From an optimization exercise on the open Yosys and OpenROAD flow, aimed at small area; shortcuts taken in it are not production practice. Only simulation tests tie the RTL to the original design; equivalence was not proved. No activity file was given, so power comes from the tool's default toggle rates.

==> flow/design.v, too long to show whole: its modules and the start of the top module <==
// module prt_scaler_coef: 3324 lines
// module prt_scaler_krnl_mac: 474 lines
// module prt_scaler_fa: 4 lines
// module prt_scaler_krnl: 37 lines
// module prt_scaler_engine: 847 lines
module prt_scaler_engine
#(
    parameter                               P_PPC = 4,           
    parameter                               P_BPC = 8            
)
(
    input wire                              RST_IN,
    input wire                              CLK_IN,
    input wire                              CTL_RUN_IN,
    input wire                              CTL_FS_IN,
    input wire [3:0]                        CTL_MODE_IN,
    input wire [15:0]                       CTL_HWIDTH_IN,
    input wire [15:0]                       CTL_VHEIGHT_IN,
    input wire                              LBF_RDY_IN,
    input wire                              SLW_RDY_IN,
    output wire                             SLW_LRST_OUT,
    output wire                             SLW_LNXT_OUT,
    output wire [1:0]                       SLW_STEP_OUT,
    input wire [(3*5*P_BPC)-1:0]            SLW_DAT0_IN,
    input wire [(3*5*P_BPC)-1:0]            SLW_DAT1_IN,
    output wire [(3*P_PPC*P_BPC)-1:0]       VID_DAT_OUT,
    output wire                             VID_DE_OUT
);
  // ...
==> flow/run.sh <==
#!/bin/bash
# synth_recipe.tcl (not shown) runs the flow's synth.tcl, then flattens the netlist and writes it again
# the make line also repeats each setting of config.mk as NAME=value (left out here)
make -C /OpenROAD-flow-scripts/flow DESIGN_CONFIG=/design/flow/config.mk WORK_HOME=/design/flow/orfs CLKGATE_MAP_FILE= SYNTH_SCRIPT=/design/flow/synth_recipe.tcl finish
==> flow/config.mk <==
export PLATFORM = sky130hd
export DESIGN_NAME = prt_scaler_engine
export DESIGN_NICKNAME = prt_scaler_engine
export VERILOG_FILES = /design/flow/design.v
export SDC_FILE = /design/flow/constraint.sdc
export NUM_CORES = 8
export LEC_CHECK = 0
export CAP_MARGIN = 20
export CORE_MARGIN = 2
export CORE_UTILIZATION = 50
export PLACE_DENSITY = 0.6
export SLEW_MARGIN = 20
export SYNTH_HIERARCHICAL = 1
export SYNTH_MEMORY_MAX_BITS = 65536
==> flow/constraint.sdc <==
create_clock -name core_clock -period 5.0 [get_ports {CLK_IN}]
set_input_delay 1.0000 -clock core_clock [delete_from_list [all_inputs] [get_ports {CLK_IN}]]
set_output_delay 1.0000 -clock core_clock [all_outputs]
set_load 0.01 [all_outputs]
==> flow_summary.ini, run 1 <==
[logic_synthesis]
synth_ff_type = dfxtp_1
yosysSeqAreaShare_pct = 20.1
synth-compound-area-share_pct = 3.13
synth-seq-cells = 1069

[critical_path]
arrival_ps = 5600
rrSetupSlack_ps = 40
crit_start = clk_slw_dat0[29]

[sta]
fin_crit_ps = 4960
worstMarginPinSlew_ps = 1280
setup_tns_ps = 0
slew_headroom_pct = 12.3
rsz0062_at_grt = yes
setup_viol = 0

[status]
status = no timing/DRC/antenna violations

[cts]
clock_latency_ps = 830
path_clk_slew_ps = 70

[placed_design]
pre_cts_ws_ps = -143
place.port_buffers = 380
hpwlAfterDp_mm = 369

[floorplan]
ios = 383
tapCellCount = 2821
row_count = 169

[finish]
final_common_cell = nand2_1
multi_input_area_share_pct = 65.8
syn_to_final_growth_pct = 13.4

[power_and_ir_drop]
largestPowerGroup = combinational logic
power.share.sequential_pct = 28.5

[route]
first_iter_violations = 9996
wl_per_cell_um = 34.5
dr_wl_met2_mm = 189

[run]
drv_cap = 0
==> run 2: changes to the inputs <==
--- a/flow/config.mk
+++ b/flow/config.mk
@@ -8,6 +8,7 @@
 export CAP_MARGIN = 20
 export CORE_MARGIN = 2
 export CORE_UTILIZATION = 50
+export GPL_TIMING_DRIVEN = 0
 export PLACE_DENSITY = 0.6
 export SLEW_MARGIN = 20
 export SYNTH_HIERARCHICAL = 1
==> run 2 against run 1 <==
Via count grew 4.1%. First-iteration DRC count shrank 0.60%. Flip-flop and latch count is the same. Routed wire length grew 8.7%. Now fails the layout checks on setup timing. Total power grew 13%. Largest power group unchanged.
==> flow_summary.ini, run 2 <==
[sta]
finalHoldViolCount = 0
layout_setup_ws_ps = -231
rsz0062_at_grt = yes
setup_viol = 39
slew_violations = 0
finalCritPeriodShare_pct = 105
hold_ws_ps = 282
fmax_mhz = 191
worstMarginPinSlew_ps = 1290
setup_tns_ps = -2690
skew_ps = 58.9
fin_crit_ps = 5230
slew_headroom_pct = 13.3

[status]
status = complete, but fails checks
checkFailReasons = setup timing

[grt]
grt_pass1_wl_mm = 696
grt_pass1_vias = 92721
grt_start_max_net_pins = 22
grt_use_total_pct = 46.6
antenna_found_initial = 90
grt.overflow.total = 0

[finish]
drive_above_1_share_pct = 16.3
fin_area_um2 = 123000
fin_nets = 13753
fin_cells = 13801
mostFrequentLayoutCells = 3150 x nand2_1, 2359 x fa_1, 939 x dfxtp_1
largest-register = clk_coef
reg_top3 = clk_coef (128), clk_slw_dat0 (96), clk_slw_dat1 (96)
largest_reg_flops = 128
final_common_cell = nand2_1
syn_to_final_growth_pct = 15.0

[logic_synthesis]
syn_inst = 10244
synth_ff_type = dfxtp_1
syn-cell-area_um2 = 107000
synth-edff-count = 0
postSynthNetCount = 13234
synthArstFlopShare_pct = 0.0935
synth_top_cell_area_share_pct = 48.0
yosysWarnings = 20
ys_top_cells_by_area = fa_1 48%, dfxtp_1 20%, nand2_1 11%, clkbuf_1 2.9%, mux2_2 2.1%
netlist_top_cells_count = 3201 x nand2_1, 2556 x fa_1, 1068 x dfxtp_1, 809 x clkbuf_1, 270 x inv_1
avgSynthCellArea_um2 = 10.4
yosysSeqAreaShare_pct = 20.1
synth_largest_area_cell = fa_1
synth.most_common_cell = nand2_1
synth-seq-cells = 1069
ys_types = 88

[route]
drc_errors = 0
ant_nets = 0
drtPass1Iterations = 12
wl_per_cell_um = 36.4
first_iter_violations = 9936
viasPerCell = 6.25
wl_mm = 502
vias = 86270

[power_and_ir_drop]
ir_drop_mv = 0.602
power.leakage_nw = 38.1
power.density_nw_per_um2 = 390

[critical_path]
rr_startpoint = clk_lut_sel[8][1]
critPathSlowestCell = clkbuf_1
arrival_ps = 5870
critical_path_class = reg2reg
critPathRequiredTime_ps = 5630
cpMostUsedCell = clkbuf_1
crit_end = clk_coef[53]
crit_path_start_kind = flip-flop
path_cells = clkbuf_2 > clkbuf_1 > buf_6 > clkbuf_1 > clkbuf_1 > o22ai_1 > a211oi_1 > nand4_1
cp_max_fo = 10
rrSetupSlack_ps = -230
ff2ff_path_depth = 8
r2r-end = clk_coef[53]
crit_path_end_kind = flip-flop
crit_start = clk_lut_sel[8][1]
cpPeakStageDelay_ps = 930

[placed_design]
dp_cells = 13484
postPlaceCellArea_um2 = 115000
place.port_buffers = 378
gp_congestion = 1.13
hpwlAfterDp_mm = 408

[cts]
cts_buffers = 115
numClockSinks = 1069
clockBufferDepth = 3
cts_tree = built
path_clk_slew_ps = 60
clock_latency_ps = 850
cts-root-buf = clkbuf_16
h-tree-depth = 3

[run]
drv_cap = 0

[floorplan]
initial_core_util_pct = 50.3
die_area_um2 = 217000
core-area_um2 = 212000
row_count = 169
die_w_um = 466
die_y_um = 466
ios = 383

[min_path]
hold_class = reg2reg
## run 2: cell counts after synthesis
No cell type changed its count.
## run 2: Yosys stat by module, one instance, submodules excluded
module | copies in the design | area [um2]
prt_scaler_engine | 1 | 27800
prt_scaler_coef | 1 | 7200
prt_scaler_krnl_mac | 12 | 1490
prt_scaler_krnl | 12 | 203
prt_scaler_fa | 2556 | 20.0
## run 2: layout make-up
type / instances / area, um2
Inverter: 273 / 1040
Fill cell: 17453 / 89400
Tap cell: 2821 / 3530
Clock inverter: 59 / 709
Timing Repair Buffer: 583 / 5820
Clock buffer: 158 / 3260
Multi-Input combinational cell: 7798 / 81000
Antenna cell: 117 / 293
Sequential cell: 1069 / 21600
Buffer: 923 / 5190
## run 2: stage by stage
stage / util (%) / setup WS (ps) / total power, mW
after CTS: 57.0 / -68.1 / 47.3
after global placement: 53.7 / -4050 / 36.7
after detailed placement: 54.1 / -2060 / 37.8
after floorplan: - / 53.1 / 30.2
final: 57.8 / -231 / 47.8
after global routing: 57.8 / -97.3 / 51.4
## run 2: kinds of logic after synthesis
kind of cell             after synthesis  synth area share (%)
XOR/XNOR                              66                 0.543
AO/OA/AOI/OAI                        514                  3.13
flip-flops                          1069                  20.1
multiplexers                         262                  2.70
adder cells (fa/ha/maj)             2708                  49.8
AND/OR/NAND/NOR                     4248                  17.9
buffers and inverters               1377                  5.82
## run 2: timing repair
action	in CTS	in global routing
gates resized for setup	551	550
hold endpoints to repair	0	0
buffers inserted	116	40
setup endpoints to repair	417	198
pin swaps	25	65
cloned	5	4
hold buffers	0	0
## run 2: per-layer routing
metal	part of all wire [%]	GRT usage, %	vias up
li1	-	-	33239
met1	35	56.4	44626
met2	42	67.1	6571
met3	13	17.6	1802
met4	9.9	36.5	32
met5	0.089	0	-
## run 2: how the worst min path moves through the flow
stage / startpoint / to / cells past startpoint
6_report: clk_k01_p[1][0] / clk_k01_p[2][0] / 0
2_1_floorplan: clk_k00_p[0][0] / clk_k00_p[1][0] / 0
3_3_place_gp: clk_k22_p[1][4] / clk_k22_p[2][4] / 0
4_1_cts: RST_IN / clk_ctl_run / 2
5_1_grt: clk_k01_p[1][0] / clk_k01_p[2][0] / 0
3_5_place_dp: clk_k02_p[1][2] / clk_k02_p[2][2] / 0
## run 2: report_power, final
group | switching (mW) | internal (mW) | leakage (nW)
Clock | 4.02 | 4.99 | 1.90
Combinational | 12.8 | 13.7 | 27.3
Sequential | 1.34 | 11.0 | 8.93
Total | 18.2 | 29.6 | 38.1
## run 2: critical path, delay by kind of cell (launching register included)
kind                   cells  cell delay, ps
buffers and inverters      5            3000
AO/OA/AOI/OAI              2            1180
AND/OR/NAND/NOR            1             270
flip-flops                 1             550

what the ideal ports hide:
The results above use ideal ports. As a check the final layouts listed here were re-extracted and re-timed, cells and wires unchanged. Step 1: set_driving_cell puts a clkbuf_16 on CLK_IN and a buf_2 on each other input, an assumption about the parent block. Step 2 moves the port delays by t, midway between the first and last clock arrival at a register: inputs arrive t later, outputs are due t later. That takes back most of the time a late clock gives input paths. Slacks: no drivers / after step 1 / after step 2; pairs: no drivers / after step 1.
run	t, ns	slack for setup (ns)	hold slack, ns	worst register clock-pin slew, ns
run 1	0.895	0.040 / 0.040 / 0.040	0.304 / 0.255 / 0.304	0.09 / 0.09
run 2	0.919	-0.231 / -0.231 / -0.231	0.282 / 0.230 / 0.282	0.08 / 0.08
